What follows belongs to an exercise in optimizing a design on an open flow for small area; a production flow would make more cautious choices. In this exercise RTL edits were held to simulation tests only and were not proved equivalent to the original. Power is estimated from default activity; no workload was simulated.

==> design/flow/constraint.sdc <==
create_clock -name core_clock -period 10.0 [get_ports {clk}]
set_input_delay 2.0000 -clock core_clock [delete_from_list [all_inputs] [get_ports {clk}]]
set_output_delay 2.0000 -clock core_clock [all_outputs]
set_load 0.01 [all_outputs]
==> design/flow/standard.sh <==
#!/bin/bash
# synth_recipe.tcl (not shown) runs the flow's synth.tcl, then flattens the netlist and writes it again
# the make line also repeats each setting of config.mk as NAME=value (left out here)
make -C /OpenROAD-flow-scripts/flow DESIGN_CONFIG=/design/flow/config.mk WORK_HOME=/design/flow/orfs CLKGATE_MAP_FILE= SYNTH_SCRIPT=/design/flow/synth_recipe.tcl "${@:-finish}"
==> design/flow/design.v <==
module bpm_from_interval(input [7:0] b, output reg [12:0] reload);
	always @(*) begin
		case (b)
			8'd0: reload = 13'd6453;
			8'd1: reload = 13'd6453;
			8'd2: reload = 13'd6453;
			8'd3: reload = 13'd6453;
			8'd4: reload = 13'd6453;
			8'd5: reload = 13'd6453;
			8'd6: reload = 13'd6453;
			8'd7: reload = 13'd6453;
			8'd8: reload = 13'd6453;
			8'd9: reload = 13'd6453;
			8'd10: reload = 13'd6453;
			8'd11: reload = 13'd6453;
			8'd12: reload = 13'd6453;
			8'd13: reload = 13'd6453;
			8'd14: reload = 13'd6453;
			8'd15: reload = 13'd6453;
			8'd16: reload = 13'd6453;
			8'd17: reload = 13'd6453;
			8'd18: reload = 13'd6453;
			8'd19: reload = 13'd6453;
			8'd20: reload = 13'd6453;
			8'd21: reload = 13'd6453;
			8'd22: reload = 13'd6453;
			8'd23: reload = 13'd6453;
			8'd24: reload = 13'd6453;
			8'd25: reload = 13'd6453;
			8'd26: reload = 13'd6453;
			8'd27: reload = 13'd6453;
			8'd28: reload = 13'd6453;
			8'd29: reload = 13'd6453;
			8'd30: reload = 13'd6047;
			8'd31: reload = 13'd5681;
			8'd32: reload = 13'd5347;
			8'd33: reload = 13'd5041;
			8'd34: reload = 13'd4761;
			8'd35: reload = 13'd4503;
			8'd36: reload = 13'd4267;
			8'd37: reload = 13'd4047;
			8'd38: reload = 13'd3845;
			8'd39: reload = 13'd3658;
			8'd40: reload = 13'd3483;
			8'd41: reload = 13'd3322;
			8'd42: reload = 13'd3170;
			8'd43: reload = 13'd3029;
			8'd44: reload = 13'd2898;
			8'd45: reload = 13'd2774;
			8'd46: reload = 13'd2658;
			8'd47: reload = 13'd2551;
			8'd48: reload = 13'd2447;
			8'd49: reload = 13'd2352;
			8'd50: reload = 13'd2262;
			8'd51: reload = 13'd2176;
			8'd52: reload = 13'd2095;
			8'd53: reload = 13'd2020;
			8'd54: reload = 13'd1947;
			8'd55: reload = 13'd1878;
			8'd56: reload = 13'd1814;
			8'd57: reload = 13'd1753;
			8'd58: reload = 13'd1693;
			8'd59: reload = 13'd1639;
			8'd60: reload = 13'd1585;
			8'd61: reload = 13'd1535;
			8'd62: reload = 13'd1487;
			8'd63: reload = 13'd1442;
			8'd64: reload = 13'd1397;
			8'd65: reload = 13'd1356;
			8'd66: reload = 13'd1316;
			8'd67: reload = 13'd1278;
			8'd68: reload = 13'd1241;
			8'd69: reload = 13'd1206;
			8'd70: reload = 13'd1173;
			8'd71: reload = 13'd1141;
			8'd72: reload = 13'd1109;
			8'd73: reload = 13'd1080;
			8'd74: reload = 13'd1052;
			8'd75: reload = 13'd1024;
			8'd76: reload = 13'd998;
			8'd77: reload = 13'd973;
			8'd78: reload = 13'd948;
			8'd79: reload = 13'd925;
			8'd80: reload = 13'd903;
			8'd81: reload = 13'd880;
			8'd82: reload = 13'd860;
			8'd83: reload = 13'd839;
			8'd84: reload = 13'd820;
			8'd85: reload = 13'd801;
			8'd86: reload = 13'd783;
			8'd87: reload = 13'd765;
			8'd88: reload = 13'd748;
			8'd89: reload = 13'd731;
			8'd90: reload = 13'd716;
			8'd91: reload = 13'd700;
			8'd92: reload = 13'd686;
			8'd93: reload = 13'd671;
			8'd94: reload = 13'd656;
			8'd95: reload = 13'd644;
			8'd96: reload = 13'd630;
			8'd97: reload = 13'd617;
			8'd98: reload = 13'd605;
			8'd99: reload = 13'd594;
			8'd100: reload = 13'd581;
			8'd101: reload = 13'd570;
			8'd102: reload = 13'd559;
			8'd103: reload = 13'd549;
			8'd104: reload = 13'd538;
			8'd105: reload = 13'd528;
			8'd106: reload = 13'd518;
			8'd107: reload = 13'd509;
			8'd108: reload = 13'd499;
			8'd109: reload = 13'd490;
			8'd110: reload = 13'd482;
			8'd111: reload = 13'd473;
			8'd112: reload = 13'd465;
			8'd113: reload = 13'd457;
			8'd114: reload = 13'd448;
			8'd115: reload = 13'd441;
			8'd116: reload = 13'd434;
			8'd117: reload = 13'd426;
			8'd118: reload = 13'd419;
			8'd119: reload = 13'd413;
			8'd120: reload = 13'd405;
			8'd121: reload = 13'd399;
			8'd122: reload = 13'd392;
			8'd123: reload = 13'd386;
			8'd124: reload = 13'd380;
			8'd125: reload = 13'd374;
			8'd126: reload = 13'd368;
			8'd127: reload = 13'd363;
			8'd128: reload = 13'd357;
			8'd129: reload = 13'd351;
			8'd130: reload = 13'd346;
			8'd131: reload = 13'd341;
			8'd132: reload = 13'd335;
			8'd133: reload = 13'd331;
			8'd134: reload = 13'd326;
			8'd135: reload = 13'd321;
			8'd136: reload = 13'd316;
			8'd137: reload = 13'd312;
			8'd138: reload = 13'd307;
			8'd139: reload = 13'd303;
			8'd140: reload = 13'd299;
			8'd141: reload = 13'd294;
			8'd142: reload = 13'd291;
			8'd143: reload = 13'd286;
			8'd144: reload = 13'd283;
			8'd145: reload = 13'd278;
			8'd146: reload = 13'd275;
			8'd147: reload = 13'd271;
			8'd148: reload = 13'd267;
			8'd149: reload = 13'd264;
			8'd150: reload = 13'd261;
			8'd151: reload = 13'd257;
			8'd152: reload = 13'd253;
			8'd153: reload = 13'd251;
			8'd154: reload = 13'd247;
			8'd155: reload = 13'd244;
			8'd156: reload = 13'd241;
			8'd157: reload = 13'd238;
			8'd158: reload = 13'd234;
			8'd159: reload = 13'd232;
			8'd160: reload = 13'd229;
			8'd161: reload = 13'd227;
			8'd162: reload = 13'd223;
			8'd163: reload = 13'd221;
			8'd164: reload = 13'd218;
			8'd165: reload = 13'd215;
			8'd166: reload = 13'd213;
			8'd167: reload = 13'd211;
			8'd168: reload = 13'd207;
			8'd169: reload = 13'd206;
			8'd170: reload = 13'd203;
			8'd171: reload = 13'd200;
			8'd172: reload = 13'd199;
			8'd173: reload = 13'd196;
			8'd174: reload = 13'd194;
			8'd175: reload = 13'd191;
			8'd176: reload = 13'd190;
			8'd177: reload = 13'd187;
			8'd178: reload = 13'd185;
			8'd179: reload = 13'd183;
			8'd180: reload = 13'd181;
			8'd181: reload = 13'd180;
			8'd182: reload = 13'd177;
			8'd183: reload = 13'd175;
			8'd184: reload = 13'd173;
			8'd185: reload = 13'd172;
			8'd186: reload = 13'd170;
			8'd187: reload = 13'd167;
			8'd188: reload = 13'd167;
			8'd189: reload = 13'd164;
			8'd190: reload = 13'd162;
			8'd191: reload = 13'd161;
			8'd192: reload = 13'd160;
			8'd193: reload = 13'd157;
			8'd194: reload = 13'd156;
			8'd195: reload = 13'd155;
			8'd196: reload = 13'd152;
			8'd197: reload = 13'd152;
			8'd198: reload = 13'd149;
			8'd199: reload = 13'd149;
			8'd200: reload = 13'd147;
			8'd201: reload = 13'd145;
			8'd202: reload = 13'd144;
			8'd203: reload = 13'd142;
			8'd204: reload = 13'd141;
			8'd205: reload = 13'd140;
			8'd206: reload = 13'd138;
			8'd207: reload = 13'd137;
			8'd208: reload = 13'd136;
			8'd209: reload = 13'd134;
			8'd210: reload = 13'd134;
			8'd211: reload = 13'd131;
			8'd212: reload = 13'd131;
			8'd213: reload = 13'd130;
			8'd214: reload = 13'd128;
			8'd215: reload = 13'd127;
			8'd216: reload = 13'd126;
			8'd217: reload = 13'd124;
			8'd218: reload = 13'd124;
			8'd219: reload = 13'd122;
			8'd220: reload = 13'd121;
			8'd221: reload = 13'd121;
			8'd222: reload = 13'd119;
			8'd223: reload = 13'd118;
			8'd224: reload = 13'd117;
			8'd225: reload = 13'd116;
			8'd226: reload = 13'd115;
			8'd227: reload = 13'd114;
			8'd228: reload = 13'd113;
			8'd229: reload = 13'd111;
			8'd230: reload = 13'd111;
			8'd231: reload = 13'd110;
			8'd232: reload = 13'd109;
			8'd233: reload = 13'd109;
			8'd234: reload = 13'd107;
			8'd235: reload = 13'd106;
			8'd236: reload = 13'd105;
			8'd237: reload = 13'd105;
			8'd238: reload = 13'd103;
			8'd239: reload = 13'd103;
			8'd240: reload = 13'd102;
			8'd241: reload = 13'd101;
			8'd242: reload = 13'd100;
			8'd243: reload = 13'd100;
			8'd244: reload = 13'd98;
			8'd245: reload = 13'd98;
			8'd246: reload = 13'd97;
			8'd247: reload = 13'd96;
			8'd248: reload = 13'd95;
			8'd249: reload = 13'd95;
			8'd250: reload = 13'd94;
			8'd251: reload = 13'd93;
			8'd252: reload = 13'd92;
			8'd253: reload = 13'd92;
			8'd254: reload = 13'd7842;
			8'd255: reload = 13'd7842;
			default: reload = 13'd0;
		endcase
	end
endmodule
`timescale 1ns / 1ps
module bpmcalculator(
	input wire clk,
	input wire rst,
	input wire tick,
	input wire beat,
	output wire [7:0] bpm_out
	);
	parameter STARTING_BPM = 8'd80;
	parameter DEFAULT_BPM  = 8'd80;
	reg [7:0]  b;
	reg [12:0] d;
	reg [7:0]  buf0, buf1, buf2, buf3;
	reg        prev_beat;
	wire [12:0] reload;
	wire [7:0] bm1 = b - 8'd1;
	bpm_from_interval bfi (.b(bm1), .reload(reload));
	wire early   = (b == 8'd0) | (b[7:1] == 7'h7F);    
	wire dflt    = (b == 8'd29);
	wire timeout = dflt & (d == 13'd0);
	wire [7:0] counted_bpm = dflt ? DEFAULT_BPM : b;
	wire event_  = timeout | (beat & ~prev_beat & ~early);
	wire [9:0] bpm_sum = ({2'b00, buf0} + {2'b00, buf1}) + ({2'b00, buf2} + {2'b00, buf3});
	assign bpm_out = bpm_sum[9:2];
	always @(posedge clk) begin
		if (rst) begin
			buf0 <= STARTING_BPM;
			buf1 <= STARTING_BPM;
			buf2 <= STARTING_BPM;
			buf3 <= STARTING_BPM;
			b <= 8'd0;
			d <= 13'd7842;
			prev_beat <= 0;
		end else if (tick) begin
			if (event_) begin
				buf0 <= counted_bpm;
				buf1 <= buf0;
				buf2 <= buf1;
				buf3 <= buf2;
				prev_beat <= 1;
				b <= 8'd0;
				d <= 13'd7842;
			end else begin
				prev_beat <= beat;
				if (d == 13'd0) begin
					b <= bm1;
					d <= reload;
				end else
					d <= d - 13'd1;
			end
		end
	end
endmodule
`timescale 1ns / 1ps
module beatmaker(
	input clk,
	input rst,
	input [15:0] accel_z,
	input accel_valid,
	input [2:0] cls,        
	output reg beat
	);
	wire signed [15:0] a = accel_z;
	wire new_gt = a > 16'sd10000;
	wire new_lt = a < 16'sd10000;
	wire old_gt = (cls == 3'd3);
	wire old_lt = cls[2] | ~cls[1];
	reg xing;
	always @(posedge clk) begin
		if (rst) begin
			beat <= 0;
			xing <= 0;
		end else begin
			xing <= accel_valid & ((new_gt & old_lt) | (new_lt & old_gt));
			if (xing)
				beat <= ~beat;
		end
	end
endmodule
module BPM_lut(input [7:0] bpm, output reg [7:0] half);
	always @(*) begin
		case (bpm)
			8'd0: half = 8'd166;
			8'd1: half = 8'd166;
			8'd2: half = 8'd166;
			8'd3: half = 8'd166;
			8'd4: half = 8'd166;
			8'd5: half = 8'd166;
			8'd6: half = 8'd166;
			8'd7: half = 8'd166;
			8'd8: half = 8'd166;
			8'd9: half = 8'd166;
			8'd10: half = 8'd166;
			8'd11: half = 8'd166;
			8'd12: half = 8'd166;
			8'd13: half = 8'd166;
			8'd14: half = 8'd166;
			8'd15: half = 8'd166;
			8'd16: half = 8'd166;
			8'd17: half = 8'd166;
			8'd18: half = 8'd166;
			8'd19: half = 8'd166;
			8'd20: half = 8'd166;
			8'd21: half = 8'd166;
			8'd22: half = 8'd166;
			8'd23: half = 8'd166;
			8'd24: half = 8'd166;
			8'd25: half = 8'd166;
			8'd26: half = 8'd166;
			8'd27: half = 8'd166;
			8'd28: half = 8'd166;
			8'd29: half = 8'd166;
			8'd30: half = 8'd166;
			8'd31: half = 8'd161;
			8'd32: half = 8'd156;
			8'd33: half = 8'd151;
			8'd34: half = 8'd147;
			8'd35: half = 8'd143;
			8'd36: half = 8'd139;
			8'd37: half = 8'd135;
			8'd38: half = 8'd131;
			8'd39: half = 8'd128;
			8'd40: half = 8'd125;
			8'd41: half = 8'd122;
			8'd42: half = 8'd119;
			8'd43: half = 8'd116;
			8'd44: half = 8'd113;
			8'd45: half = 8'd111;
			8'd46: half = 8'd108;
			8'd47: half = 8'd106;
			8'd48: half = 8'd104;
			8'd49: half = 8'd102;
			8'd50: half = 8'd100;
			8'd51: half = 8'd98;
			8'd52: half = 8'd96;
			8'd53: half = 8'd94;
			8'd54: half = 8'd92;
			8'd55: half = 8'd91;
			8'd56: half = 8'd89;
			8'd57: half = 8'd87;
			8'd58: half = 8'd86;
			8'd59: half = 8'd84;
			8'd60: half = 8'd83;
			8'd61: half = 8'd82;
			8'd62: half = 8'd80;
			8'd63: half = 8'd79;
			8'd64: half = 8'd78;
			8'd65: half = 8'd77;
			8'd66: half = 8'd76;
			8'd67: half = 8'd74;
			8'd68: half = 8'd73;
			8'd69: half = 8'd72;
			8'd70: half = 8'd71;
			8'd71: half = 8'd70;
			8'd72: half = 8'd69;
			8'd73: half = 8'd68;
			8'd74: half = 8'd67;
			8'd75: half = 8'd66;
			8'd76: half = 8'd66;
			8'd77: half = 8'd65;
			8'd78: half = 8'd64;
			8'd79: half = 8'd63;
			8'd80: half = 8'd62;
			8'd81: half = 8'd61;
			8'd82: half = 8'd61;
			8'd83: half = 8'd60;
			8'd84: half = 8'd59;
			8'd85: half = 8'd59;
			8'd86: half = 8'd58;
			8'd87: half = 8'd57;
			8'd88: half = 8'd57;
			8'd89: half = 8'd56;
			8'd90: half = 8'd55;
			8'd91: half = 8'd55;
			8'd92: half = 8'd54;
			8'd93: half = 8'd54;
			8'd94: half = 8'd53;
			8'd95: half = 8'd52;
			8'd96: half = 8'd52;
			8'd97: half = 8'd51;
			8'd98: half = 8'd51;
			8'd99: half = 8'd50;
			8'd100: half = 8'd50;
			8'd101: half = 8'd49;
			8'd102: half = 8'd49;
			8'd103: half = 8'd48;
			8'd104: half = 8'd48;
			8'd105: half = 8'd47;
			8'd106: half = 8'd47;
			8'd107: half = 8'd46;
			8'd108: half = 8'd46;
			8'd109: half = 8'd46;
			8'd110: half = 8'd45;
			8'd111: half = 8'd45;
			8'd112: half = 8'd44;
			8'd113: half = 8'd44;
			8'd114: half = 8'd44;
			8'd115: half = 8'd43;
			8'd116: half = 8'd43;
			8'd117: half = 8'd42;
			8'd118: half = 8'd42;
			8'd119: half = 8'd42;
			8'd120: half = 8'd41;
			8'd121: half = 8'd41;
			8'd122: half = 8'd41;
			8'd123: half = 8'd40;
			8'd124: half = 8'd40;
			8'd125: half = 8'd40;
			8'd126: half = 8'd39;
			8'd127: half = 8'd39;
			8'd128: half = 8'd39;
			8'd129: half = 8'd39;
			8'd130: half = 8'd38;
			8'd131: half = 8'd38;
			8'd132: half = 8'd38;
			8'd133: half = 8'd37;
			8'd134: half = 8'd37;
			8'd135: half = 8'd37;
			8'd136: half = 8'd37;
			8'd137: half = 8'd36;
			8'd138: half = 8'd36;
			8'd139: half = 8'd36;
			8'd140: half = 8'd35;
			8'd141: half = 8'd35;
			8'd142: half = 8'd35;
			8'd143: half = 8'd35;
			8'd144: half = 8'd34;
			8'd145: half = 8'd34;
			8'd146: half = 8'd34;
			8'd147: half = 8'd34;
			8'd148: half = 8'd34;
			8'd149: half = 8'd33;
			8'd150: half = 8'd33;
			8'd151: half = 8'd33;
			8'd152: half = 8'd33;
			8'd153: half = 8'd32;
			8'd154: half = 8'd32;
			8'd155: half = 8'd32;
			8'd156: half = 8'd32;
			8'd157: half = 8'd32;
			8'd158: half = 8'd31;
			8'd159: half = 8'd31;
			8'd160: half = 8'd31;
			8'd161: half = 8'd31;
			8'd162: half = 8'd31;
			8'd163: half = 8'd30;
			8'd164: half = 8'd30;
			8'd165: half = 8'd30;
			8'd166: half = 8'd30;
			8'd167: half = 8'd30;
			8'd168: half = 8'd30;
			8'd169: half = 8'd29;
			8'd170: half = 8'd29;
			8'd171: half = 8'd29;
			8'd172: half = 8'd29;
			8'd173: half = 8'd29;
			8'd174: half = 8'd28;
			8'd175: half = 8'd28;
			8'd176: half = 8'd28;
			8'd177: half = 8'd28;
			8'd178: half = 8'd28;
			8'd179: half = 8'd28;
			8'd180: half = 8'd28;
			8'd181: half = 8'd27;
			8'd182: half = 8'd27;
			8'd183: half = 8'd27;
			8'd184: half = 8'd27;
			8'd185: half = 8'd27;
			8'd186: half = 8'd27;
			8'd187: half = 8'd26;
			8'd188: half = 8'd26;
			8'd189: half = 8'd26;
			8'd190: half = 8'd26;
			8'd191: half = 8'd26;
			8'd192: half = 8'd26;
			8'd193: half = 8'd26;
			8'd194: half = 8'd26;
			8'd195: half = 8'd25;
			8'd196: half = 8'd25;
			8'd197: half = 8'd25;
			8'd198: half = 8'd25;
			8'd199: half = 8'd25;
			8'd200: half = 8'd25;
			8'd201: half = 8'd25;
			8'd202: half = 8'd25;
			8'd203: half = 8'd24;
			8'd204: half = 8'd24;
			8'd205: half = 8'd24;
			8'd206: half = 8'd24;
			8'd207: half = 8'd24;
			8'd208: half = 8'd24;
			8'd209: half = 8'd24;
			8'd210: half = 8'd24;
			8'd211: half = 8'd23;
			8'd212: half = 8'd23;
			8'd213: half = 8'd23;
			8'd214: half = 8'd23;
			8'd215: half = 8'd23;
			8'd216: half = 8'd23;
			8'd217: half = 8'd23;
			8'd218: half = 8'd23;
			8'd219: half = 8'd23;
			8'd220: half = 8'd22;
			8'd221: half = 8'd22;
			8'd222: half = 8'd22;
			8'd223: half = 8'd22;
			8'd224: half = 8'd22;
			8'd225: half = 8'd22;
			8'd226: half = 8'd22;
			8'd227: half = 8'd22;
			8'd228: half = 8'd22;
			8'd229: half = 8'd22;
			8'd230: half = 8'd21;
			8'd231: half = 8'd21;
			8'd232: half = 8'd21;
			8'd233: half = 8'd21;
			8'd234: half = 8'd21;
			8'd235: half = 8'd21;
			8'd236: half = 8'd21;
			8'd237: half = 8'd21;
			8'd238: half = 8'd21;
			8'd239: half = 8'd21;
			8'd240: half = 8'd21;
			8'd241: half = 8'd20;
			8'd242: half = 8'd20;
			8'd243: half = 8'd20;
			8'd244: half = 8'd20;
			8'd245: half = 8'd20;
			8'd246: half = 8'd20;
			8'd247: half = 8'd20;
			8'd248: half = 8'd20;
			8'd249: half = 8'd20;
			8'd250: half = 8'd20;
			8'd251: half = 8'd20;
			8'd252: half = 8'd20;
			8'd253: half = 8'd20;
			8'd254: half = 8'd19;
			8'd255: half = 8'd19;
			default: half = 8'd0;
		endcase
	end
endmodule
 module BPM_prescaler(CLK, RST, TICK, BPM, slowCLK, slowRise);
	input CLK;
	input RST;
	input TICK;	 
	output slowRise;	 
	input [7:0] BPM;
	output reg slowCLK;
	wire [7:0] half;
	BPM_lut U1 (BPM, half);
	reg [7:0] counter;
	wire [7:0] counter_inc = counter + 8'd1;
	wire wrap = (counter_inc >= half);
	assign slowRise = !RST && TICK && !slowCLK && wrap;
	always @ (posedge CLK) begin
		if (RST) begin
			counter <= 0;
			slowCLK <= 0;
		end else if (TICK) begin
			counter <= counter_inc;
			if (wrap) begin
				counter <= 0;
				slowCLK <= ~slowCLK;
			end
		end
	end
endmodule
module  duration_lut (input [3:0] lookup, input [1:0] mode, output reg [15:0] duration, output reg [15:0] on_limit);
	always @(*) begin
		case (lookup)
			4'd0: duration = 16'd1000;
			4'd1: duration = 16'd1500;
			4'd2: duration = 16'd2000;
			4'd3: duration = 16'd3000;
			4'd4: duration = 16'd4500;
			4'd5: duration = 16'd6000;
			4'd6: duration = 16'd9000;
			4'd7: duration = 16'd12000;
			4'd8: duration = 16'd18000;
			4'd9: duration = 16'd24000;
			4'd10: duration = 16'd48000;
			4'd11: duration = 16'd1000;
			4'd12: duration = 16'd1000;
			4'd13: duration = 16'd1000;
			4'd14: duration = 16'd1000;
			4'd15: duration = 16'd1000;
		endcase
		case ({mode[1], mode[0], lookup})
			6'd0: on_limit = 16'd875;
			6'd1: on_limit = 16'd1375;
			6'd2: on_limit = 16'd1875;
			6'd3: on_limit = 16'd2875;
			6'd4: on_limit = 16'd4375;
			6'd5: on_limit = 16'd5750;
			6'd6: on_limit = 16'd8750;
			6'd7: on_limit = 16'd11625;
			6'd8: on_limit = 16'd17500;
			6'd9: on_limit = 16'd23375;
			6'd10: on_limit = 16'd46875;
			6'd11: on_limit = 16'd875;
			6'd12: on_limit = 16'd875;
			6'd13: on_limit = 16'd875;
			6'd14: on_limit = 16'd875;
			6'd15: on_limit = 16'd875;
			6'd16: on_limit = 16'd714;
			6'd17: on_limit = 16'd1122;
			6'd18: on_limit = 16'd1530;
			6'd19: on_limit = 16'd2346;
			6'd20: on_limit = 16'd3570;
			6'd21: on_limit = 16'd4692;
			6'd22: on_limit = 16'd7140;
			6'd23: on_limit = 16'd9486;
			6'd24: on_limit = 16'd14280;
			6'd25: on_limit = 16'd19074;
			6'd26: on_limit = 16'd38250;
			6'd27: on_limit = 16'd714;
			6'd28: on_limit = 16'd714;
			6'd29: on_limit = 16'd714;
			6'd30: on_limit = 16'd714;
			6'd31: on_limit = 16'd714;
			6'd32: on_limit = 16'd1000;
			6'd33: on_limit = 16'd1500;
			6'd34: on_limit = 16'd2000;
			6'd35: on_limit = 16'd3000;
			6'd36: on_limit = 16'd4500;
			6'd37: on_limit = 16'd6000;
			6'd38: on_limit = 16'd9000;
			6'd39: on_limit = 16'd12000;
			6'd40: on_limit = 16'd18000;
			6'd41: on_limit = 16'd24000;
			6'd42: on_limit = 16'd48000;
			6'd43: on_limit = 16'd1000;
			6'd44: on_limit = 16'd1000;
			6'd45: on_limit = 16'd1000;
			6'd46: on_limit = 16'd1000;
			6'd47: on_limit = 16'd1000;
			default: on_limit = 16'd0;
		endcase
	end
endmodule
module timing_controller (CLK, RST, TICK, BPM, MODE, NOTE, START, EN, DONE);
	input 				 CLK; 	 
	input 				 RST; 	 
	input 				 TICK; 	 
	input [1:0]		   MODE;		 
	input [3:0]			NOTE;		 
	input 			  START;     
	input [7:0] 	 	 BPM;		 
	output reg 			  EN;		 
	output reg 			DONE;		 
	wire [15:0] DURATION, ON_LIMIT;
	reg [15:0] counter;
	duration_lut dur_lut_blk (NOTE, MODE, DURATION, ON_LIMIT);
	wire slowCLK, slowRise;
	BPM_prescaler bpm_pre_blk (CLK, RST, TICK, BPM, slowCLK, slowRise);
	wire at_end = (counter == DURATION);
	wire on = (counter <= ON_LIMIT);
	always @ (posedge CLK) begin
		if (RST) begin
			EN 	  <= 1;
			counter <= 0;
			DONE 	  <= 0;
		end else if (slowRise && START) begin
			DONE <= at_end;
			counter <= at_end ? 16'd0 : counter + 16'd1;
			if (on)
				EN <= 1;
			else if (!MODE[1])
				EN <= 0;
		end
	end
endmodule
module sin_lut (input [5:0] lookup, output [7:0] value);
	wire [4:0] idx = lookup[4:0];
	wire [4:0] j = lookup[4] ? (5'd0 - idx) : idx;     
	reg [6:0] q;
	always @(*) begin
		case (j)
			5'd0:  q = 7'd0;
			5'd1:  q = 7'd12;
			5'd2:  q = 7'd24;
			5'd3:  q = 7'd37;
			5'd4:  q = 7'd48;
			5'd5:  q = 7'd60;
			5'd6:  q = 7'd70;
			5'd7:  q = 7'd80;
			5'd8:  q = 7'd90;
			5'd9:  q = 7'd98;
			5'd10: q = 7'd106;
			5'd11: q = 7'd112;
			5'd12: q = 7'd117;
			5'd13: q = 7'd122;
			5'd14: q = 7'd125;
			5'd15: q = 7'd126;
			default: q = 7'd127;
		endcase
	end
	wire zero = (idx == 5'd0);
	assign value = zero ? 8'd128 : {~lookup[5], q ^ {7{lookup[5]}}};
endmodule
module tone_lut64 (input [5:0] tone, output reg [13:0] sixty_fourth_period);
	always @(*) begin
		case (tone)
			6'd0: sixty_fourth_period = 14'd11945;
			6'd1: sixty_fourth_period = 14'd11945;
			6'd2: sixty_fourth_period = 14'd11275;
			6'd3: sixty_fourth_period = 14'd10642;
			6'd4: sixty_fourth_period = 14'd10045;
			6'd5: sixty_fourth_period = 14'd9481;
			6'd6: sixty_fourth_period = 14'd8949;
			6'd7: sixty_fourth_period = 14'd8446;
			6'd8: sixty_fourth_period = 14'd7972;
			6'd9: sixty_fourth_period = 14'd7525;
			6'd10: sixty_fourth_period = 14'd7103;
			6'd11: sixty_fourth_period = 14'd6704;
			6'd12: sixty_fourth_period = 14'd6328;
			6'd13: sixty_fourth_period = 14'd5973;
			6'd14: sixty_fourth_period = 14'd5638;
			6'd15: sixty_fourth_period = 14'd5321;
			6'd16: sixty_fourth_period = 14'd5022;
			6'd17: sixty_fourth_period = 14'd4741;
			6'd18: sixty_fourth_period = 14'd4475;
			6'd19: sixty_fourth_period = 14'd4223;
			6'd20: sixty_fourth_period = 14'd3986;
			6'd21: sixty_fourth_period = 14'd3763;
			6'd22: sixty_fourth_period = 14'd3552;
			6'd23: sixty_fourth_period = 14'd3352;
			6'd24: sixty_fourth_period = 14'd3164;
			6'd25: sixty_fourth_period = 14'd2987;
			6'd26: sixty_fourth_period = 14'd2819;
			6'd27: sixty_fourth_period = 14'd2661;
			6'd28: sixty_fourth_period = 14'd2511;
			6'd29: sixty_fourth_period = 14'd2370;
			6'd30: sixty_fourth_period = 14'd2237;
			6'd31: sixty_fourth_period = 14'd2112;
			6'd32: sixty_fourth_period = 14'd1993;
			6'd33: sixty_fourth_period = 14'd1882;
			6'd34: sixty_fourth_period = 14'd1776;
			6'd35: sixty_fourth_period = 14'd1676;
			6'd36: sixty_fourth_period = 14'd1582;
			6'd37: sixty_fourth_period = 14'd1493;
			6'd38: sixty_fourth_period = 14'd1410;
			6'd39: sixty_fourth_period = 14'd1331;
			6'd40: sixty_fourth_period = 14'd1256;
			6'd41: sixty_fourth_period = 14'd1185;
			6'd42: sixty_fourth_period = 14'd1119;
			6'd43: sixty_fourth_period = 14'd1056;
			6'd44: sixty_fourth_period = 14'd997;
			6'd45: sixty_fourth_period = 14'd941;
			6'd46: sixty_fourth_period = 14'd888;
			6'd47: sixty_fourth_period = 14'd838;
			6'd48: sixty_fourth_period = 14'd791;
			6'd49: sixty_fourth_period = 14'd791;
			6'd50: sixty_fourth_period = 14'd791;
			6'd51: sixty_fourth_period = 14'd791;
			6'd52: sixty_fourth_period = 14'd791;
			6'd53: sixty_fourth_period = 14'd791;
			6'd54: sixty_fourth_period = 14'd791;
			6'd55: sixty_fourth_period = 14'd791;
			6'd56: sixty_fourth_period = 14'd791;
			6'd57: sixty_fourth_period = 14'd791;
			6'd58: sixty_fourth_period = 14'd791;
			6'd59: sixty_fourth_period = 14'd791;
			6'd60: sixty_fourth_period = 14'd791;
			6'd61: sixty_fourth_period = 14'd791;
			6'd62: sixty_fourth_period = 14'd791;
			6'd63: sixty_fourth_period = 14'd791;
		endcase
	end
endmodule
module pwm (input CLK, input RST, input [7:0] duty, input [3:0] VOL, output P);
	reg [11:0] cnt;
	reg [7:0] x;
	reg [3:0] r;
	reg [3:0] vm1;           
	wire last = (cnt == 12'h800);
	wire fb = cnt[11] ^ cnt[10] ^ cnt[9] ^ cnt[3] ^ (cnt[10:0] == 11'd0);
	wire step = (r == 4'd0);
	assign P = |x;
	always @ (posedge CLK) begin
		if (RST) begin
			cnt <= 0;
			x <= 0;
		end else begin
			cnt <= {cnt[10:0], fb};
			if (last)
				x <= (VOL == 4'd0) ? 8'd0 : duty;
			else if (step && P)
				x <= x - 8'd1;
		end
	end
	always @ (posedge CLK) begin
		if (last) begin
			r <= VOL - 4'd1;
			vm1 <= VOL - 4'd1;
		end else
			r <= step ? vm1 : r - 4'd1;
	end
endmodule
module tone(CLK, RST, TONE, EN, VOL, P);
	input 				 CLK;		 
	input 				 RST;		 
	input 		[5:0] TONE; 	 
	input					  EN;		 
	input			[3:0]  VOL;		 
	output 					P;		 
	reg [5:0] lookup_value;		 
	wire [13:0] 	 period;			 
	wire [7:0] 	  duty_cmp;
	reg [13:0] 		counter;			 
	parameter TONE_MAX = 6'd48;
	pwm pwm_block (CLK, RST, duty_cmp, VOL, P);
	tone_lut64 tone_lut_block (TONE, period);
	sin_lut sin_lut_block (lookup_value, duty_cmp);
	always @(posedge CLK) begin
		if (RST) begin
			counter <= 0;
			lookup_value <= 0;
		end else if (EN && (VOL != 4'h0) && (TONE != 6'd0 && TONE <= TONE_MAX)) begin
			counter <= counter + 14'd1;
			if (counter >= period) begin
				counter <= 14'd0;
				lookup_value <= lookup_value + 6'd1;
			end
		end
	end
endmodule
module byte_to_BCD(input [7:0] bin, output reg [11:0] BCD);
   reg [19:0] shift;
   integer i;
   always @(*)
   begin
      shift[19:8] = 0;
      shift[7:0] = bin;
      for (i=0; i<8; i=i+1) begin
         if (shift[11:8] >= 5)
            shift[11:8] = shift[11:8] + 3;
         if (shift[15:12] >= 5)
            shift[15:12] = shift[15:12] + 3;
         if (shift[19:16] >= 5)
            shift[19:16] = shift[19:16] + 3;
         shift = shift << 1;
      end
		BCD[11:0] = shift[19:8];
   end
endmodule
module bcdtoseg(input [3:0] dig, output [6:0] nseg);
	assign nseg =
		(dig == 4'd0) ? ~7'b1111110 :
		(dig == 4'd1) ? ~7'b0110000 :
		(dig == 4'd2) ? ~7'b1101101 :
		(dig == 4'd3) ? ~7'b1111001 :
		(dig == 4'd4) ? ~7'b0110011 :
		(dig == 4'd5) ? ~7'b1011011 :
		(dig == 4'd6) ? ~7'b1011111 :
		(dig == 4'd7) ? ~7'b1110000 :
		(dig == 4'd8) ? ~7'b1111111 :
		(dig == 4'd9) ? ~7'b1111011 :
		(dig == 4'hF) ? ~7'b1100111 :	 
		~7'b0000000;
endmodule
module display(CLK, RST, BPM, PLAY, SEGA, SEGD);
	input 			CLK;		 
	input 			RST;		 
	input [7:0]		BPM;		 
	input 		  PLAY;		 
	output reg [3:0] 	SEGA; 		 
	output [7:0] 	SEGD; 		    
	wire [11:0] BCD;
	reg [3:0]			CURRENT_DIG; 
	byte_to_BCD btb_blk (BPM, BCD);
	bcdtoseg seg_disp_blk (CURRENT_DIG, SEGD[7:1]);
	assign SEGD[0] = 1;
	reg [14:0] wave;
	reg [1:0]  quart;
	wire qend = (wave == 15'h18CA);
	wire last = qend & (&quart);            
	wire [1:0] q = quart + {1'b0, qend};
	always @(posedge CLK) begin
		if (RST) begin
			wave <= 15'h0001;
			quart <= 2'd0;
			SEGA <= 4'b1111;
			CURRENT_DIG <= 4'h0;
		end else begin
			wave <= qend ? 15'h0001 : {wave[13:0], wave[14] ^ wave[13]};
			quart <= q;
			if (!last) begin
				case (q)
					2'd0: begin
						SEGA <= PLAY ? 4'b1111 : 4'b1110;
						CURRENT_DIG <= PLAY ? 4'h0 : 4'hF;
					end
					2'd1: begin SEGA <= 4'b1101; CURRENT_DIG <= BCD[11:8]; end
					2'd2: begin SEGA <= 4'b1011; CURRENT_DIG <= BCD[7:4]; end
					default: begin SEGA <= 4'b0111; CURRENT_DIG <= BCD[3:0]; end
				endcase
			end
		end
	end
endmodule
`timescale 1ns / 1ps
module double_thermometer(
	input clk,
	input rst,
	input [15:0] accel_z,
	input accel_valid,
	output reg [2:0] cls,
	output wire [7:0] out
	);
	wire signed [15:0] a = accel_z;
	reg [2:0] ncls;
	always @(*) begin
		if (a == 16'd0)            ncls = 3'd0;
		else if (a[15:13] == 3'b101) ncls = 3'd4;
		else if (a[15:13] == 3'b110) ncls = 3'd5;
		else if (a[15:13] == 3'b111) ncls = 3'd6;
		else if (a > 16'sd10000)   ncls = 3'd3;
		else if (a == 16'sd10000)  ncls = 3'd2;
		else                       ncls = 3'd1;
	end
	always @(posedge clk) begin
		if (rst)
			cls <= 3'd0;
		else if (accel_valid)
			cls <= ncls;
	end
	wire z = (cls == 3'd0);
	assign out = {~cls[2] & (cls[1] | cls[0]), cls == 3'd4, cls == 3'd5, z, z, 2'b00, cls[2] & cls[1]};
endmodule
`timescale 1ns / 1ps
module audio_core(
	input clk,          
	input rst,          
	input tick,         
	input tick_1m,      
	input [15:0] accel_z,     
	input accel_valid,        
	output wire beat,   
	output [7:0] LED,   
	input PB_PLY, 	     
	input [3:0]  VOL,	  
	output P,		     
	output [3:0] SEGA,  
	output [7:0] SEGD,  
	output [7:0] BPM,   
	input [15:0] DATA,	  
	output note_req,      
	output song_end       
	);
	wire [1:0] MODE;
	wire [3:0] NOTE;
	wire [5:0] TONE;
	wire       DONE;
	wire       EN;
	reg PLAY;
	reg LATCH_PB_PLY;
	always @(posedge clk) begin
		if (rst) begin
			PLAY <= 0;
			LATCH_PB_PLY <= 0;
		end else begin
			if (PB_PLY && ~LATCH_PB_PLY)
				PLAY <= ~PLAY;
			LATCH_PB_PLY <= PB_PLY;
		end
	end
	wire cmd = DATA[15] & DATA[14];
	assign MODE     = cmd ? 2'b00 : DATA[15:14];
	assign NOTE     = cmd ? 4'b0  : DATA[3:0];
	assign TONE     = DATA[13:8];
	assign song_end = PLAY && cmd && (DATA[7:0] == 0);
	assign note_req = DONE & PLAY;
	wire [2:0] acls;
	double_thermometer LED_display (
		.clk(clk), .rst(rst), .accel_z(accel_z), .accel_valid(accel_valid),
		.cls(acls), .out(LED));
	beatmaker bm (
		.clk(clk), .rst(rst), .accel_z(accel_z), .accel_valid(accel_valid),
		.cls(acls), .beat(beat));
	bpmcalculator bpmcalc (
		.clk(clk), .rst(rst), .tick(tick), .beat(beat), .bpm_out(BPM));
	timing_controller timing_ctrl_blk (clk, rst, tick_1m, BPM, MODE, NOTE, PLAY, EN, DONE);
	display  disp_blk (clk, rst, BPM, PLAY, SEGA, SEGD);
	tone     tone_blk (clk, rst, TONE, EN & PLAY, VOL, P);
endmodule
==> design/flow/config.mk <==
export PLATFORM = sky130hd
export DESIGN_NAME = audio_core
export DESIGN_NICKNAME = audio_core
export VERILOG_FILES = /design/flow/design.v
export SDC_FILE = /design/flow/constraint.sdc
export NUM_CORES = 4
export LEC_CHECK = 0
export CAP_MARGIN = 10
export CORE_MARGIN = 2
export CORE_UTILIZATION = 35
export CTS_BUF_LIST = sky130_fd_sc_hd__clkbuf_4 sky130_fd_sc_hd__clkbuf_8
export GPL_TIMING_DRIVEN = 0
export PLACE_DENSITY = 0.55
export SLEW_MARGIN = 10
==> design/flow/flow/run.sh <==
#!/bin/bash
# The standard layout (standard.sh) with these changes:
#  - synthesis: Yosys's abc step, which maps the logic between the registers
#    to cells, runs flow/area.abc (ABC's area-oriented mapping with area
#    recovery) instead of ORFS's script, and adders are not first cut out into
#    half/full-adder cells (ADDER_MAP_FILE empty), so that ABC maps them with
#    the rest. The synthesis is otherwise synth_recipe.tcl as it is, so the
#    registers, their names and their cells are the standard synthesis's.
#  - placement: every input and output port still gets a buffer, but a buf_1
#    (BUFFER_PORTS_ARGS) rather than the delay buffer buffer_ports picks.
#  - clock tree: no dummy loads (CTS_ARGS: the standard arguments and the
#    buffer list, with -dont_use_dummy_load).
# Every other step is the standard one. Make's output goes to flow_make.log,
# each step's log to orfs/logs/.
set -euo pipefail
W=$(pwd)
F=$W/flow
# synthesis script: an abc wrapper put in front of synth_recipe.tcl
{
	echo "proc abc {args} {"
	echo "  set i [lsearch -exact \$args -script]"
	echo "  if {\$i >= 0} { lset args [expr {\$i + 1}] {$F/area.abc} }"
	echo "  yosys abc {*}\$args"
	echo "}"
	cat "$W/synth_recipe.tcl"
} > "$W/area_synth.tcl"
# standard.sh with the synthesis script replaced and the extra settings
EXTRA="ADDER_MAP_FILE= 'BUFFER_PORTS_ARGS=-buffer_cell sky130_fd_sc_hd__buf_1'"
sed "s#SYNTH_SCRIPT=[^ ]*#SYNTH_SCRIPT=$W/area_synth.tcl $EXTRA#" "$W/standard.sh" > "$W/area_standard.sh"
grep -q "SYNTH_SCRIPT=$W/area_synth.tcl ADDER_MAP_FILE=" "$W/area_standard.sh"
export CTS_ARGS="-repair_clock_nets -buf_list {sky130_fd_sc_hd__clkbuf_8} -dont_use_dummy_load"
bash "$W/area_standard.sh" "${@:-finish}" > "$W/flow_make.log" 2>&1
==> design/flow/flow/area.abc <==
strash
&get -n
&fraig -x
&put
dc2
strash
&get -n
&dch -f
&nf -R 1000
&put
==> results of run 1 <==
[repair_timing]
item / CTS / global route
setup endpoints to repair: 0 / 6
hold buffers: 0 / 0
gates resized for setup: 0 / 7
setup buffers: 0 / 0
[worst min path at each step]
stage	startpoint	endpoint	slack, ns
after global routing	tone_blk.pwm_block.cnt[4]	tone_blk.pwm_block.cnt[5]	0.47
after global placement	disp_blk.wave[1]	disp_blk.wave[2]	0.43
after detailed placement	disp_blk.wave[1]	disp_blk.wave[2]	0.44
final	disp_blk.wave[1]	disp_blk.wave[2]	0.44
after floorplan	disp_blk.wave[8]	disp_blk.wave[9]	0.42
after CTS	disp_blk.wave[1]	disp_blk.wave[2]	0.44
[sequential cells by signal (all words and copies together) (netlist names), 6 cells and up]
name	count
bpmcalc.d	13
tone_blk.counter	14
timing_ctrl_blk.counter	16
tone_blk.pwm_block.cnt	12
bpmcalc.buf3	8
bpmcalc.buf0	8
tone_blk.lookup_value	6
disp_blk.wave	15
tone_blk.pwm_block.x	8
timing_ctrl_blk.bpm_pre_blk.counter	8
bpmcalc.buf1	8
bpmcalc.buf2	8
bpmcalc.b	8
[cells in the mapped netlist, types with 10 or more instances]
cell type                    n
sky130_fd_sc_hd__and2_0     45
sky130_fd_sc_hd__xor2_1     40
sky130_fd_sc_hd__a31oi_1    30
sky130_fd_sc_hd__a221oi_1   12
sky130_fd_sc_hd__o21ai_0   167
sky130_fd_sc_hd__and3_1     18
sky130_fd_sc_hd__o221ai_1   10
sky130_fd_sc_hd__or2_0      14
sky130_fd_sc_hd__maj3_1     25
sky130_fd_sc_hd__a211oi_1   18
sky130_fd_sc_hd__clkinv_1   36
sky130_fd_sc_hd__nand2_1   250
sky130_fd_sc_hd__a22oi_1    14
sky130_fd_sc_hd__xnor2_1    68
sky130_fd_sc_hd__dfxtp_1   157
sky130_fd_sc_hd__nand2b_1   33
sky130_fd_sc_hd__nand3_1    47
sky130_fd_sc_hd__nor2_1    233
sky130_fd_sc_hd__a21oi_1   204
sky130_fd_sc_hd__o211ai_1   25
sky130_fd_sc_hd__or3_1      13
sky130_fd_sc_hd__o311ai_0   12
sky130_fd_sc_hd__o22ai_1    28
sky130_fd_sc_hd__nor3_1     72
sky130_fd_sc_hd__nor4_1     29
sky130_fd_sc_hd__nor2b_1    28
[critical path, delay by kind of cell (launching register included)]
family / cells / cell delay, ns
and+or+nand+nor: 19 / 3.72
adders and majority gates: 5 / 2.05
AOI/OAI and AO/OA: 5 / 0.74
DFF: 1 / 0.34
buffers and inverters: 1 / 0.49
xor gates and xnor gates: 5 / 1.52
[stage by stage]
stage	hold slack (ns)	worst slack, ns	cell area (sq um)	std cells	TNS, ns
after CTS	0.439	0.140	13400	2305	0
after floorplan	0.422	1.87	12100	1756	0
after global placement	0.433	-0.0551	12900	2281	-0.0715
after global routing	0.471	0.0797	13400	2307	0
after detailed placement	0.441	0.175	13100	2288	0
final	0.436	1.02	13400	2307	0
[power by group]
group / switching (mW) / internal, mW / total (mW)
logic: 0.126 / 0.0789 / 0.205
clock network: 0.209 / 0.150 / 0.359
registers: 0.0200 / 0.665 / 0.685
[cell families (layout without fill, tap and decap cells)]
family                     count (synthesis)  count (layout)  synth area share [%]
and+or+nand+nor                          809             809                  31.0
other                                      2               3                0.0621
adders and majority gates                 25              25                  2.07
DFF                                      161             161                  27.0
xor gates and xnor gates                 108             108                  7.82
muxes                                      1               1                0.0828
buffers and inverters                     41             137                  1.43
AOI/OAI and AO/OA                        608             608                  30.6
[cell type report]
type / count / share of cell area [%]
Inverter: 36 / 1.06
Clock buffer: 17 / 1.74
Multi-Input combinational cell: 1554 / 65.4
Timing Repair inverter: 1 / 0.0373
Tap cell: 455 / 4.24
Sequential cell: 161 / 24.3
Timing Repair Buffer: 78 / 2.89
Buffer: 5 / 0.279
[routing by layer]
metal  share of wire [%]  vias up
met4                 2.6        0
met1                  46     6268
met2                  45      614
li1                    -     6703
met5                   0        -
met3                 7.3       99
==> summary.md, run 1 <==
The run finished with no timing, DRC or antenna violations. The HPWL after detailed placement is 26,300 um. For the count of final hold-check violations, the log shows 0. The tools report the total of fill cells in the finished design as 3,606. The worst register-to-register path ends at timing_ctrl_blk.counter[15].

For this block, the initial DRC count from the detailed router was 1,653. Setup repair after global routing left no endpoint under its margin. The launch point of the critical path is bpmcalc.buf0[1].

Compared with the post-synthesis result, the final layout area differs by 11.0%. Worst reg2reg path startpoint: bpmcalc.buf0[1]. The completed layout was analyzed and its total power is 1.25 mW.

Routability-driven placement finished with a final weighted congestion of 0.959. The setup check on the worst reg-to-reg path leaves a slack of 1.02 ns. During placement, the flow inserted port buffers numbering 70. The tools report the worst-case clock buffer depth as 2. STA classifies the critical path startpoint as a flip-flop.

The worst-skew pair later-pin latency was 0.47 ns. During I/O placement, the number of pins put on the boundary was 74. After floorplanning, the core was divided into 68 placement rows.

The met3 layer usage reported by global route came out at 3.01%. For the number of cells produced by synthesis, the log shows 1,755. Leaving out fill and tap cells, the most frequent cell in the layout is sky130_fd_sc_hd__nand2_1. The smallest clock period supported by the final layout is computed as 8.98 ns.

The via count of the first global-routing pass is 12,200, and the highest fanout seen on the critical path is 17. The clock-pin slew reported for the worst setup and hold paths after clock tree synthesis was 0.10 ns; the final core area utilization was 39.2%. Summed over all layers, the global routing overflow is 0.

STA puts the critical path data required time at 10.32 ns. Counting flops and latches in the post-synthesis netlist gives 161. Each instance of the synthesized netlist takes up on average 6.89 sq um.

Leaving out fill and tap cells, the most frequent cells in the layout are sky130_fd_sc_hd__nand2_1 (250), sky130_fd_sc_hd__nor2_1 (230), sky130_fd_sc_hd__a21oi_1 (204), sky130_fd_sc_hd__o21ai_0 (167), sky130_fd_sc_hd__dfxtp_1 (156). The largest stage delay on the critical path came out at 0.49 ns. The detailed router placed 13,700 vias in this run. The share of flip-flops with an asynchronous set or reset was 0%. Yosys attributes the largest share of cell area to sky130_fd_sc_hd__dfxtp_1 (26%), sky130_fd_sc_hd__a21oi_1 (8.4%), sky130_fd_sc_hd__nand2_1 (7.8%). For the sequential standard cell area, the log shows 0.00326 sq mm. In the final design database the tool counted 1,896 nets. The floorplan die area is 0.0361 sq mm, and the die boundary height is 190 um. The tools report the worst ir drop on vdd as 0.0749 mV.

The critical path is of the flip-flop to flip-flop type. By instance count, the cell type seen most on the critical path is sky130_fd_sc_hd__maj3_1. The arrival time of the worst setup path was 9.30 ns; the summed instance area of the synthesized netlist was 0.0121 sq mm.

The run gives 0.00879 sq mm as the total area of multi-input combinational cells. The count of cells along the worst hold path was 1; the number of enable flip-flop cells after synthesis was 4. The clock skew after layout was 0.0510 ns. The initial antenna violation count came out at 0. The capture point of the worst path was timing_ctrl_blk.counter[15].

In this run the power density over the cells is 93.0 mW/mm^2. For the pin with the worst max-slew slack, the measured transition is 1.24 ns. The tool flagged a number of max-cap violations equal to 0.

The worst register-to-register path has a depth of 35. For met1 alone, demand over resource in global routing was 27.6%. For this run, the top clock speed supported by timing is 0.111 GHz. The placeable core region was 0.0343 sq mm. In the synthesized netlist the dominant register cell turns out to be sky130_fd_sc_hd__dfxtp_1.

Yosys mapped the design onto 63 distinct sky130hd cell types. The run gives 35.3% as the initial core utilization. The synthesized design spends more area on one cell type than any other, namely sky130_fd_sc_hd__dfxtp_1. The total CTS buffers was 17; the overall routing resource usage was 20.0%. The logs give 60,800 um for the first-pass GRT wire length and 0 for the max-slew violation total from the final report. The routed length per instance was 16.1 um; the met2 track demand over resource in global routing was 32.1%. The analysis attributes to cell leakage a power of 4.53 nW. CTS saw 161 sinks. Proportion of netlist area held by the largest area contributor: 26.0%.

The remaining max-slew budget at the tightest pin is 16.5%. 0 antenna diodes ended up in the layout. Most utilized layer in the global route result: met2. The clock tree root driver cell was sky130_fd_sc_hd__clkbuf_8. The count of nets left with antenna violations once routing finished came out at 0. The final period utilization is 89.8%. STA classifies the critical path endpoint as a flip-flop. The logs give 6 for the number of detailed-route iterations in the first pass and 4 for the deepest level of the CTS H-tree. For the aggregate routed wire length, the log shows 37,200 um. The slowest stage of the critical path belongs to the cell sky130_fd_sc_hd__clkinv_1.

The die outline width was 190 um; the per-cell via count in the routed design was 5.93. Entering global routing, the biggest net connects 47 pins. The tightest min-delay check is of the flip-flop to flip-flop type. The logs give 27.0% for the sequential fraction of the synthesis area and 15 for the number of warnings issued by yosys.

The post-route netlist has 2.65% of its cells at a drive strength greater than 1. For the total of endpoints with negative setup slack in the final report, the log shows 0. TritonCTS built the clock tree. After detailed routing, the number of remaining DRC violations is 0.
==> run 2, diff against run 1 <==
--- a/design/flow/flow/run.sh
+++ b/design/flow/flow/run.sh
@@ -30,3 +30,3 @@
 grep -q "SYNTH_SCRIPT=$W/area_synth.tcl ADDER_MAP_FILE=" "$W/area_standard.sh"
-export CTS_ARGS="-repair_clock_nets -buf_list {sky130_fd_sc_hd__clkbuf_8} -dont_use_dummy_load"
+export CTS_ARGS="-sink_clustering_enable -repair_clock_nets -buf_list {sky130_fd_sc_hd__clkbuf_16} -sink_clustering_size 40 -sink_clustering_max_diameter 150 -dont_use_dummy_load"
 bash "$W/area_standard.sh" "${@:-finish}" > "$W/flow_make.log" 2>&1
==> design/flow/flow/area.abc (replaced) <==
strash
&get -n
&fraig -x
&put
dc2
strash
&get -n
&deepsyn -T 100
&dch -f
&nf -R 1000
&put
strash
&get -n
&dch -f
&nf -R 1000
&put
==> run 2 against run 1 <==
Area after synthesis decreased by 5.2%. Power rose by 12%. Wire length is 2.9% lower. Register-to-register slack lost 0.13 ns. Core utilization up 0.93 points. Combinational power is 7% lower. Synthesized cell count shrank 5.5%. Critical endpoint unchanged. Largest power group unchanged.
==> summary.md, run 2 <==
The final period utilization was 91.1% (+1.3 points). The final layout net count came out at 1,802 (-5.0%). Worst hold-check path type: flip-flop to flip-flop.

The tools report the number of warnings issued by yosys as 15 (unchanged). The die boundary height came out at 185 um (-2.6%). Leaving out fill and tap cells, the most frequent cell in the layout is sky130_fd_sc_hd__nor2_1. The logs give 10.29 ns (-0.03 ns) for the data required time at the worst endpoint and 4.59 nW (+1.3%) for the static leakage power. The run gives 0.44 ns (-0.03 ns) as the worst-skew pair later-pin latency.

The net load switching power came out at 0.361 mW (+1.9%). The per-cell via count in the routed design works out to 5.90 (-0.55%). The clock-pin slew reported for the worst setup and hold paths after clock tree synthesis works out to 0.06 ns (-0.04 ns). sky130_fd_sc_hd__dfxtp_1 takes more of the synthesized area than any other cell.

The final core area utilization is 40.1% (+0.93 points), and the area growth from synthesis to final layout is 13.2%. The type of the worst setup path is flip-flop to flip-flop. The startpoint identified for the worst register-to-register timing path is bpmcalc.buf2[0].

The clock tree root driver cell was sky130_fd_sc_hd__clkbuf_16. Routed length per instance: 16.4 um (+1.7%). The detailed-route via count was 13,000 (-5.1%); the number of flip-flops and latches in the synthesized netlist was 161 (unchanged). The tools report the launch point of the critical path as bpmcalc.buf2[0].

The proportion of layout cells with a drive suffix above 1 came out at 2.84% (+0.20 points). Pin count of the biggest net entering global routing: 38 (-19%). For the final routed DRC violation total, the log shows 0 (unchanged). Number of primary I/O pins: 74 (unchanged). The number of unique standard cell types used by synthesis was 62 (-1.6%).

The largest stage delay on the critical path was 0.44 ns (-0.05 ns). The arrival time of the worst setup path was 9.39 ns (+0.09 ns). The power per standard cell area came out at 107 mW/mm^2 (+15%).

The instance count after placement with tap cells included is 2,178 (-4.8%). The first-pass GRT wire length was 58,200 um (-4.2%); the detailed placer's ending HPWL was 26,100 um (-0.81%). The worst setup slack before clock tree synthesis was 0.513 ns (+0.338 ns). The logs give 0.0115 sq mm (-5.2%) for the summed instance area of the synthesized netlist and 2,201 (-4.6%) for the post-route non-filler standard cell count. The run gives 0.0324 sq mm (-5.6%) as the placeable core region.

Sorting the synthesized cells by area gives the leading types as sky130_fd_sc_hd__dfxtp_1 (27%), sky130_fd_sc_hd__nor2_1 (8.3%), sky130_fd_sc_hd__nand2_1 (7.9%). The share of flip-flops with an asynchronous set or reset was 0% (unchanged); the floorplan die area was 0.0342 sq mm (-5.1%). The nature of the critical path endpoint was a flip-flop. The run gives 48.9% (-6.0 points) as the proportion of power drawn by flip-flops and latches.

The library cells used most frequently in the layout, excluding fill and tap cells, are sky130_fd_sc_hd__nor2_1 (253), sky130_fd_sc_hd__nand2_1 (241), sky130_fd_sc_hd__o21ai_0 (158), sky130_fd_sc_hd__dfxtp_1 (157), sky130_fd_sc_hd__a21oi_1 (149). The flip-flop count of the largest register after layout was 16 (unchanged). The die outline width came out at 185 um (-2.6%). The count of input and output buffers is 70 (unchanged). The actual slew at the worst max-slew pin was 1.26 ns (+0.0115 ns).

The logs give 161 (unchanged) for the clock sink count and 0 (unchanged) for the number of buffers inserted for hold repair after clock tree synthesis. The worst-case clock buffer depth came out at 2 (unchanged). The tools report the remaining max-slew budget at the tightest pin as 16.2% (-0.28 points).

timing_ctrl_blk.counter holds more flip-flops than any other register. For the number of max-capacitance violations reported, the log shows 0 (unchanged). The largest registers in the layout are timing_ctrl_blk.counter (16), disp_blk.wave (15), tone_blk.counter (14). The internal power consumption was 1.03 mW (+15%). STA classifies the critical path startpoint as a flip-flop. Setup repair after global routing left no endpoint under its margin. The tools report the global-route congestion overflow total as 0 (unchanged). The slowest stage of the critical path belongs to the cell sky130_fd_sc_hd__maj3_1. The prevailing post-synth register cell is sky130_fd_sc_hd__dfxtp_1. The time the final worst path needs with I/O delays and setup was 9.11 ns (+0.126 ns).

The flow ran to the end and the layout has no timing, DRC or antenna violations. The tools report the via count of the first global-routing pass as 11,700 (-4.4%). The final worst setup slack was 0.891 ns (-0.126 ns).

The start point of the worst min-delay path was disp_blk.wave[3]. The switching power share of the total is 25.9% (-2.5 points). The row count was 66 (-2.9%); the final hold slack was 0.444 ns (+0.00870 ns).

Worst ir drop on vdd: 0.103 mV (+37%). The most used standard cell by instance count after synthesis was sky130_fd_sc_hd__nor2_1. Combinational fraction of design power: 13.7% (-2.7 points). The overall routing resource usage was 20.8% (+0.76 points); the clock skew after layout was 0.0252 ns (-0.0258 ns). The run gives 1,658 (-5.5%) as the number of cells produced by synthesis. The tools report the total of endpoints with negative setup slack in the final report as 0 (unchanged).

The initial core utilization is 35.4% (+0.14 points), and the mean area per synthesized cell is 6.92 sq um (+0.34%). TritonCTS built the clock tree. The tools report the aggregate routed wire length as 36,100 um (-2.9%). The count of antenna-violating nets left after detailed routing is 0 (unchanged). The total CTS buffers is 17 (unchanged). Counting instances in the post-synthesis netlist gives the leading cell types as sky130_fd_sc_hd__nor2_1 (255), sky130_fd_sc_hd__nand2_1 (241), sky130_fd_sc_hd__o21ai_0 (159). The first-iteration detailed-routing DRC count came out at 1,390 (-16%). The sequential fraction of the synthesis area is 28.5% (+1.5 points). The run gives 1 (+1) as the initial antenna violation count. The tools report the deepest level of the CTS H-tree as 4 (unchanged). The count of final hold-check violations was 0 (unchanged); the proportion of power drawn by the clock network was 37.4% (+8.7 points).

The max-slew violation total from the final report was 0 (unchanged). The highest fanout seen on the critical path was 7 (-10); the number of enable flip-flop cells after synthesis was 4 (unchanged). The highest clock frequency the design can meet came out at 0.110 GHz (-1.4%).

Proportion of netlist area held by the largest area contributor: 27.4% (+1.4 points). The final weighted congestion of routability-driven global placement came out at 0.969 (+1.0%). Number of detailed-route iterations in the first pass: 6 (unchanged).
## run 2: cell types whose count changed after synthesis, sizes merged, moves of 9 or more
cell / before / now
a21oi: 204 / 151
nor2: 233 / 255
nor4: 29 / 13
xor2: 40 / 25
a22oi: 14 / 25
clkinv: 36 / 25
maj3: 25 / 14
nand2b: 33 / 22
o211ai: 25 / 15
xnor2: 68 / 58
a311oi: 5 / 14
nand2: 250 / 241
## run 2: layer usage
metal	track usage, %	up-vias	part of all wire (%)
met3	4.07	151	7.6
met2	33.0	617	44
met1	27.1	5883	44
li1	-	6333	-
met4	9.84	0	4.2
met5	0	-	0
## run 2: final cells by class
type                       instances  area, sq um
inverter                          25          105
sequential                       161         3260
clock buffer                      17          425
antenna                            1         2.50
tap                              442          553
multi-input combinational       1469         8160
timing repair buffer              81          432
fill                            3415        19400
buffer                             5         37.5
## run 2: worst max-delay path: cells and delay by family (launching register included)
| family | cells | cell delay, ns |
|---|---|---|
| AO/OA/AOI/OAI | 8 | 1.76 |
| XOR/XNOR | 2 | 0.51 |
| adder cells (fa/ha/maj) | 6 | 2.51 |
| buffers and inverters | 1 | 0.11 |
| flip-flops | 1 | 0.33 |
| AND/OR/NAND/NOR | 18 | 3.73 |
## run 2: cell families after synthesis
kind of cell	Yosys count	share of synthesized area (%)
AOI/OAI and AO/OA	549	29.8
buffers and inverters	30	1.15
adders and majority gates	14	1.22
other	2	0.0655
xor gates and xnor gates	83	6.34
muxes	6	0.535
and+or+nand+nor	813	32.4
DFF	161	28.5
## run 2: stage by stage
stage | instance area [sq um] | TNS [ns] | power (mW)
after floorplan | 11500 | 0 | 0.820
after global placement | 12300 | -0.0214 | 0.879
after detailed placement | 12500 | 0 | 0.883
after CTS | 12900 | 0 | 1.41
after global routing | 13000 | 0 | 1.46
final | 13000 | 0 | 1.39
## run 2: power groups by stage
stage / logic (mW) / registers (mW) / clock network [mW]
final: 0.190 / 0.681 / 0.521
after detailed placement: 0.188 / 0.695 / 0
after CTS: 0.189 / 0.681 / 0.541
after global routing: 0.215 / 0.684 / 0.566
after global placement: 0.185 / 0.694 / 0
after floorplan: 0.129 / 0.691 / 0
## run 2: path summary, 6_finish.rpt
| kind | to | depth (start not counted) | slack [ns] |
|---|---|---|---|
| worst max-delay path | timing_ctrl_blk.counter[15] | 35 | 0.89 |
| worst min-delay path | disp_blk.wave[4] | 1 | 0.44 |
| worst min register to register | disp_blk.wave[4] | 1 | 0.44 |
| worst max register to register | timing_ctrl_blk.counter[15] | 35 | 0.89 |
## run 2: timing repair
item,CTS,global route
buffers inserted,0,4
resized for setup,0,10
setup endpoints to repair,0,4
==> run 3, diff against run 2 <==
--- a/design/flow/flow/run.sh
+++ b/design/flow/flow/run.sh
@@ -30,3 +30,3 @@
 grep -q "SYNTH_SCRIPT=$W/area_synth.tcl ADDER_MAP_FILE=" "$W/area_standard.sh"
-export CTS_ARGS="-sink_clustering_enable -repair_clock_nets -buf_list {sky130_fd_sc_hd__clkbuf_16} -sink_clustering_size 40 -sink_clustering_max_diameter 150 -dont_use_dummy_load"
+export CTS_ARGS="-sink_clustering_enable -repair_clock_nets -buf_list {sky130_fd_sc_hd__clkbuf_8} -sink_clustering_size 30 -sink_clustering_levels 1 -dont_use_dummy_load"
 bash "$W/area_standard.sh" "${@:-finish}" > "$W/flow_make.log" 2>&1
==> design/flow/flow/area.abc (replaced) <==
strash
&get -n
&fraig -x
&put
dc2
strash
&get -n
&dch -f
&nf -R 1000
&put
==> run 3 against run 2 <==
Combinational power is 8% higher. Wire length is 3.0% higher. Register-to-register slack better by 0.13 ns. Non-clock buffer count is 3 lower. Clock power is 31% lower. Design area is 3.5% higher. Setup slack better by 0.13 ns. Cell count is 4.8% higher. Clock skew is 0.026 ns higher. Via count is 5.4% higher. Worst hold slack worse by 0.0087 ns. Sequential share of layout area is 0.83 points lower. Highest routed layer unchanged.
==> summary.md, run 3 <==
The run finished with no timing, DRC or antenna violations. The tools report the static leakage power as 4.53 nW (-1.2%). The max-slew violation total from the final report was 0 (unchanged); the pin count of the biggest net entering global routing was 47 (+24%). In the layout the commonest cells are sky130_fd_sc_hd__nand2_1 (250), sky130_fd_sc_hd__nor2_1 (230), sky130_fd_sc_hd__a21oi_1 (204), sky130_fd_sc_hd__o21ai_0 (167), sky130_fd_sc_hd__dfxtp_1 (156).

Proportion of netlist area held by the largest area contributor: 26.0% (-1.4 points). The run gives 1,755 (+5.9%) as the number of cells produced by synthesis. The largest registers in the layout are timing_ctrl_blk.counter (16), disp_blk.wave (15), tone_blk.counter (14). The clock-pin slew reported for the worst setup and hold paths after clock tree synthesis came out at 0.10 ns (+0.04 ns).

The element type at the critical path start was a flip-flop. The number of enable flip-flop cells after synthesis works out to 4 (unchanged). The clock skew after layout was 0.0510 ns (+0.0258 ns); the worst-case reg-to-reg path depth was 35 (unchanged). The nature of the critical path endpoint is a flip-flop.

The count of buffer and inverter cells on the critical path is 1 (unchanged). Minimum setup slack among reg-to-reg paths: 1.02 ns (+0.13 ns). The actual slew at the worst max-slew pin is 1.24 ns (-0.0115 ns), and the number of max-capacitance violations reported is 0 (unchanged). The worst register-to-register path begins at bpmcalc.buf0[1].

The flip-flop count of the largest register after layout was 16 (unchanged). Remaining max-slew budget at the tightest pin: 16.5% (+0.28 points). The time the final worst path needs with I/O delays and setup works out to 8.98 ns (-0.126 ns). The most numerous cell on the critical path is sky130_fd_sc_hd__maj3_1.

The run gives 0 (-1) as the antenna cell count. The proportion of layout cells with a drive suffix above 1 is 2.65% (-0.20 points), and the row count is 68 (+3.0%). More flip-flops sit in one register than any other, and that register is timing_ctrl_blk.counter. The count of antenna-violating nets left after detailed routing is 0 (unchanged). The clock sink count is 161 (unchanged). In this run the worst hold path is classified as flip-flop to flip-flop.

The highest fanout seen on the critical path works out to 17 (+10). Yosys attributes the largest share of cell area to sky130_fd_sc_hd__dfxtp_1 (26%), sky130_fd_sc_hd__a21oi_1 (8.4%), sky130_fd_sc_hd__nand2_1 (7.8%). The final routed DRC violation total was 0 (unchanged). The die boundary height was 190 um (+2.6%); the number of unique standard cell types used by synthesis was 63 (+1.6%). The run gives 0 (unchanged) as the global-route congestion overflow total.

The placeable core region came out at 0.0343 sq mm (+5.9%). The critical path in this run is classified as flip-flop to flip-flop. The summed instance area of the synthesized netlist was 0.0121 sq mm (+5.5%); the sequential fraction of the synthesis area was 27.0% (-1.5 points). The count of cells along the worst hold path came out at 1 (unchanged).

TritonCTS built the clock tree. In the synthesized netlist, the cells that appear most often are sky130_fd_sc_hd__nand2_1 (250), sky130_fd_sc_hd__nor2_1 (233), sky130_fd_sc_hd__a21oi_1 (204). The routed length per instance is 16.1 um (-1.7%), and the number of buffers inserted for hold repair after clock tree synthesis is 0 (unchanged). The logs give 0 (unchanged) for the count of final hold-check violations and 0.959 (-0.99%) for the final weighted congestion of routability-driven global placement. Initial antenna violation count: 0 (-1).

The largest total area in the synthesized netlist belongs to sky130_fd_sc_hd__dfxtp_1. The count of input and output buffers is 70 (unchanged), and the aggregate routed wire length is 37,200 um (+3.0%). The first-pass GRT wire length is 60,800 um (+4.4%), and the post-CTS resize count is 0 (unchanged). The mean area per synthesized cell is 6.89 sq um (-0.34%). The run gives 4 (unchanged) as the deepest level of the CTS H-tree.

The die outline width works out to 190 um (+2.6%). The most common library cell in the layout ignoring fill and taps was sky130_fd_sc_hd__nand2_1. The tools report the worst-case clock buffer depth as 2 (unchanged).

The overall routing resource usage came out at 20.0% (-0.76 points). Worst ir drop on vdd: 0.0749 mV (-27%). The total CTS buffers was 17 (unchanged); the data required time at the worst endpoint was 10.32 ns (+0.03 ns).

The logs give 9.30 ns (-0.09 ns) for the arrival time of the worst setup path and 0.111 GHz (+1.4%) for the highest clock frequency the design can meet. Setup repair after global routing left no endpoint under its margin. The via count of the first global-routing pass was 12,200 (+4.6%).

The logs give 6 (unchanged) for the number of detailed-route iterations in the first pass and 0 (unchanged) for the total of endpoints with negative setup slack in the final report. Clock tree synthesis selected as its root buffer the cell sky130_fd_sc_hd__clkbuf_8. The run gives 13,700 (+5.4%) as the detailed-route via count. In this run the most critical hold path is launched from disp_blk.wave[1]. The floorplan die area was 0.0361 sq mm (+5.4%). Final worst setup slack: 1.02 ns (+0.126 ns). The final period utilization came out at 89.8% (-1.3 points). The slowest stage of the critical path is the sky130_fd_sc_hd__clkinv_1 cell. The worst register-to-register path ends at timing_ctrl_blk.counter[15]. The worst setup slack before clock tree synthesis was 0.175 ns (-0.338 ns); the initial core utilization was 35.3% (-0.14 points). The number of warnings issued by yosys came out at 15 (unchanged). Power per standard cell area: 93.0 mW/mm^2 (-13%).

The share of flip-flops with an asynchronous set or reset works out to 0% (unchanged). The tools report the end point of the most critical hold path as disp_blk.wave[2]. The worst-skew pair later-pin latency was 0.47 ns (+0.03 ns).

The number of primary I/O pins is 74 (unchanged). The area growth from synthesis to final layout works out to 11.0%. The post-CTS repair timing setup buffer count is 0 (unchanged), and the final layout net count is 1,896 (+5.2%). Among all cell types in the netlist, the one instantiated most often is sky130_fd_sc_hd__nand2_1.

For this run, the leading register cell type out of synthesis is sky130_fd_sc_hd__dfxtp_1. The run gives 26,300 um (+0.82%) as the detailed placer's ending HPWL. The per-cell via count in the routed design was 5.93 (+0.55%).

Largest stage delay on the critical path: 0.49 ns (+0.05 ns). The logs give 1,653 (+19%) for the first-iteration detailed-routing DRC count and 1.25 mW (-10%) for the overall power. The number of flip-flops and latches in the synthesized netlist was 161 (unchanged). Kind of cell with the highest combined delay on the critical path: simple AND/OR/NAND/NOR gates.
[run 3: report_power, final]
group,total (mW),internal [mW],switching (mW),leakage [nW]
logic,0.205,0.0789,0.126,3.10
registers,0.685,0.665,0.0200,1.31
clock network,0.359,0.150,0.209,0.122
[run 3: through the flow]
step	std cells	hold slack (ns)	utilization [%]	cell area, sq um	TNS [ns]
floorplan	1756	0.422	-	12100	0
global placement	2281	0.433	37.7	12900	-0.0715
detailed placement	2288	0.441	38.3	13100	0
CTS	2305	0.439	39.0	13400	0
global route	2307	0.471	39.2	13400	0
finish	2307	0.436	39.2	13400	0
[run 3: how the worst max path moves through the flow]
stage	startpoint	end	depth (start not counted)
after CTS	bpmcalc.buf0[1]	timing_ctrl_blk.counter[15]	35
after detailed placement	bpmcalc.buf0[1]	timing_ctrl_blk.counter[15]	35
after global routing	bpmcalc.buf0[1]	timing_ctrl_blk.counter[15]	35
after floorplan	bpmcalc.buf0[1]	timing_ctrl_blk.counter[15]	35
after global placement	bpmcalc.buf0[1]	timing_ctrl_blk.counter[15]	35
final	bpmcalc.buf0[1]	timing_ctrl_blk.counter[15]	35
[run 3: layer usage]
metal / GRT usage (%) / part of all wire [%] / vias to the layer above
met4: 6.26 / 2.6 / 0
met3: 3.01 / 7.3 / 99
li1: - / - / 6703
met5: 0 / 0 / -
met1: 27.6 / 46 / 6268
met2: 32.1 / 45 / 614
[run 3: cell families after synthesis]
group / share of synthesized area, %
AOI/OAI and AO/OA: 30.6
and+or+nand+nor: 31.0
adders and majority gates: 2.07
muxes: 0.0828
buffers and inverters: 1.43
xor gates and xnor gates: 7.82
other: 0.0621
DFF: 27.0
[run 3: cell type report]
class,count,area (sq um)
Inverter,36,143
Timing Repair Buffer,78,388
Tap cell,455,569
Multi-Input combinational cell,1554,8790
Timing Repair inverter,1,5.00
Buffer,5,37.5
Sequential cell,161,3260
Clock buffer,17,234
Fill cell,3606,20900

Check on run 3: ideal ports give 1.017 ns setup slack; a clkbuf_16 on the clock port and buf_2 on the inputs give 1.017 ns; moving port delays by the midpoint clock arrival (0.484 ns) as well gives 1.017 ns.
